From an optimization exercise on the open Yosys and OpenROAD flow, aimed at small area, a short achievable clock period and few clock cycles; shortcuts taken in it are not production practice.
In this exercise RTL edits were held to simulation tests only and were not proved equivalent to the original.

==> inputs of trial 47 <==
==> flow/design.v (excerpt) <==
module mandel_engine (
    input  logic        clk,
    input  logic        reset,
    input  logic        start,
    input  logic [10:0] x,
    input  logic [10:0] y,
    input  logic [31:0] zoom,
    input  logic [31:0] real_center,
    input  logic [31:0] imag_center,
    input  logic [9:0]  max_iter,
    input  logic        stall,
    output logic        valid,
    output logic [9:0]  depth
);
==> module depth_engine, before the edit <==
module depth_engine (
    input  logic        clk,
    input  logic        reset,
    input  logic        start,
    input  logic        stall,
    input  logic [9:0]  max_iter,
    input  logic [31:0] op_re_a,
    input  logic [31:0] op_re_b,
    input  logic [31:0] add_re,
    input  logic [31:0] op_im_a,
    input  logic [31:0] op_im_b,
    input  logic [31:0] add_im,
    input  logic        b_re,
    input  logic        b_im,
    output logic        valid,
    output logic [9:0]  depth
);
    logic [31:0] re_z, im_z, re_cr, im_cr;
    logic [9:0]  count;
    logic        running, map1, map2, hold;
    logic [31:0] re_next, im_next;
    logic        escaped;
    logic b_re_r, b_im_r;
    always_ff @(posedge clk) begin
        b_re_r <= b_re;
        b_im_r <= b_im;
    end
    mandel_step step (
        .re_z(re_z), .im_z(im_z), .re_c(re_cr), .im_c(im_cr),
        .corr1(~(map1 & b_re_r)), .corr2(map2 & b_im_r),
        .re_next(re_next), .im_next(im_next), .escaped(escaped)
    );
    logic escv;
    logic [31:0] re_s, im_s;
    wire periodic = running & (count != 10'd1) & (re_z == re_s) & (im_z == im_s);
    wire save     = running & ((count[2:0] == 3'd0) | (count == 10'd1));
    wire active = start | running;
    wire term   = escv | periodic | (count >= max_iter);
    always_ff @(posedge clk) begin
        if (save) begin
            re_s <= re_z;
            im_s <= im_z;
        end
    end
    always_ff @(posedge clk) begin
        if (running) begin
            re_z <= re_next;
            im_z <= im_next;
        end else if (map2) begin
            re_z <= re_cr;
            im_z <= im_next;
        end else if (map1) begin
            re_z <= op_im_a;
            im_z <= op_im_b;
        end else begin
            re_z <= op_re_a;
            im_z <= op_re_b;
        end
        if (map1) re_cr <= im_next;
        if (map2) im_cr <= im_next;
        else if (map1) im_cr <= add_im;
        else if (!running) im_cr <= add_re;
    end
    always_ff @(posedge clk) begin
        if (reset) begin
            count   <= '0;
            escv    <= 1'b0;
            running <= 1'b0;
            map1    <= 1'b0;
            map2    <= 1'b0;
            hold    <= 1'b0;
            valid   <= 1'b0;
        end else begin
            valid <= 1'b0;
            map1  <= 1'b0;
            map2  <= map1;
            if (map2) running <= 1'b1;
            escv  <= running & ~term & escaped;
            if (active) begin
                if (!escv) count <= periodic ? max_iter + 10'd1 : count + 10'd1;
                if (term) begin
                    running <= 1'b0;
                    hold    <= stall;
                    valid   <= ~stall;
                end else if (start) begin
                    map1 <= 1'b1;
                end
            end else begin
                if (hold) begin
                    hold  <= stall;
                    valid <= ~stall;
                end
                if (valid) count <= '0;
            end
        end
    end
    assign depth = count;
endmodule
make LEC_CHECK=0 CAP_MARGIN=20 CORE_MARGIN=2 CORE_UTILIZATION=50 PLACE_DENSITY=0.65 SETUP_SLACK_MARGIN=5 SLEW_MARGIN=20 SYNTH_HIERARCHICAL=1 SYNTH_MINIMUM_KEEP_SIZE=0 finish   # period 15.0 ns
run.sh (not shown) runs the stock make flow with config.mk's settings and CLKGATE_MAP_FILE= SYNTH_SCRIPT=/design/flow/synth_recipe.tcl, a recipe that flattens the netlist after the stock synthesis.
==> inputs of trial 9, as changes to trial 47 <==
==> flow/flow/run.sh (new file) <==
#!/bin/bash
set -euo pipefail
export SETUP_SLACK_MARGIN=7
bash standard.sh > standard.log 2>&1
==> flow/standard.sh (new file) <==
#!/bin/bash
# synth_recipe.tcl (not shown) runs the flow's synth.tcl, then flattens the netlist and writes it again
# the make line also repeats each setting of config.mk as NAME=value (left out here)
make -C /OpenROAD-flow-scripts/flow DESIGN_CONFIG=/design/flow/config.mk WORK_HOME=/design/flow/orfs CLKGATE_MAP_FILE= SYNTH_SCRIPT=/design/flow/synth_recipe.tcl "${@:-finish}"
Settings changed: SETUP_SLACK_MARGIN 5 to not set.
removed: flow/run.sh
==> inputs of trial 5, as changes to trial 47 <==
--- a/flow/design.v
+++ b/flow/design.v
@@ -5407,4 +5407,5 @@
     wire active = start | running;
     wire term   = escv | periodic | (count >= max_iter);
+    wire fire   = active & term;        
     always_ff @(posedge clk) begin
         if (save) begin
@@ -5413,4 +5414,18 @@
         end
     end
+    logic       stall_r;
+    logic [9:0] limit1;                 
+    logic [9:0] result;
+    always_comb begin
+        if (hold || escv) result = count;
+        else if (periodic) result = limit1;
+        else result = count + 10'd1;
+    end
+    assign valid = ~reset & ~stall_r & ((running & term) | hold);
+    assign depth = result;
+    always_ff @(posedge clk) begin
+        stall_r <= stall;
+        limit1  <= max_iter + 10'd1;
+    end
     always_ff @(posedge clk) begin
         if (running) begin
@@ -5440,30 +5455,20 @@
             map2    <= 1'b0;
             hold    <= 1'b0;
-            valid   <= 1'b0;
         end else begin
-            valid <= 1'b0;
-            map1  <= 1'b0;
-            map2  <= map1;
-            if (map2) running <= 1'b1;
-            escv  <= running & ~term & escaped;
-            if (active) begin
-                if (!escv) count <= periodic ? max_iter + 10'd1 : count + 10'd1;
-                if (term) begin
-                    running <= 1'b0;
-                    hold    <= stall;
-                    valid   <= ~stall;
-                end else if (start) begin
-                    map1 <= 1'b1;
-                end
-            end else begin
-                if (hold) begin
-                    hold  <= stall;
-                    valid <= ~stall;
-                end
-                if (valid) count <= '0;
+            map1    <= start & ~term;
+            map2    <= map1;
+            running <= map2 | (running & ~term);
+            escv    <= running & ~term & escaped;
+            if (valid) begin
+                count <= '0;
+                hold  <= 1'b0;
+            end else if (fire) begin           
+                count <= result;
+                hold  <= 1'b1;
+            end else if (active) begin
+                count <= count + 10'd1;
             end
         end
     end
-    assign depth = count;
 endmodule
 module fa (input logic a, input logic b, input logic c, output logic s, output logic co);
==> flow/flow/run.sh (new file) <==
#!/bin/bash
set -euo pipefail
export SETUP_SLACK_MARGIN=8
bash standard.sh > standard.log 2>&1
==> flow/standard.sh (new file) <==
#!/bin/bash
# synth_recipe.tcl (not shown) runs the flow's synth.tcl, then flattens the netlist and writes it again
# the make line also repeats each setting of config.mk as NAME=value (left out here)
make -C /OpenROAD-flow-scripts/flow DESIGN_CONFIG=/design/flow/config.mk WORK_HOME=/design/flow/orfs CLKGATE_MAP_FILE= SYNTH_SCRIPT=/design/flow/synth_recipe.tcl "${@:-finish}"
Settings changed: ABC_AREA set to 1, SETUP_SLACK_MARGIN 5 to not set.
removed: flow/run.sh
==> summary of the runs <==
- First-iteration DRC count, highest first: trial 5, trial 9, trial 47.
- The highest register-to-register slack belongs to trial 5, the lowest to trial 47.
- In trial 5 the clock-buffer cell count is lower than in trial 47, by 5.
- Core utilization: trial 47 < trial 9 < trial 5.
Testbench counts of trial 47, summed over its fixed seeds: cycles 49,389.
Testbench counts of trial 9, summed over its fixed seeds: cycles 49,389.
Testbench counts of trial 5, summed over its fixed seeds: cycles 48,109.

==> what the ideal ports hide <==
The flow's constraints put no driver on any port. The routed layouts listed below were extracted and timed again, unchanged, in two steps. Step 1, drivers: a clkbuf_16 drives clk and a buf_2 each remaining input, both assumed. Step 2 moves the port delays by t, midway between the first and last clock arrival at a register: inputs arrive t later, outputs are due t later. That takes back most of the time a late clock gives input paths. a / b / c = ideal / step 1 / step 2; a / b = the first two.
run	t (ns)	setup slack, ns	worst data-port slew with drivers (ns)	cell pins on the clock port's net
trial 47	0.653	5.237 / 5.237 / 5.237	0.06	1
trial 9	0.669	7.070 / 7.070 / 6.909	0.06	1
trial 5	0.742	7.522 / 7.488 / 7.371	0.16	1
After both steps every run listed still meets setup and hold. For trial 9, which loses most, drivers alone change the setup slack by 0.000 ns; drivers and shift together by -0.161 ns.
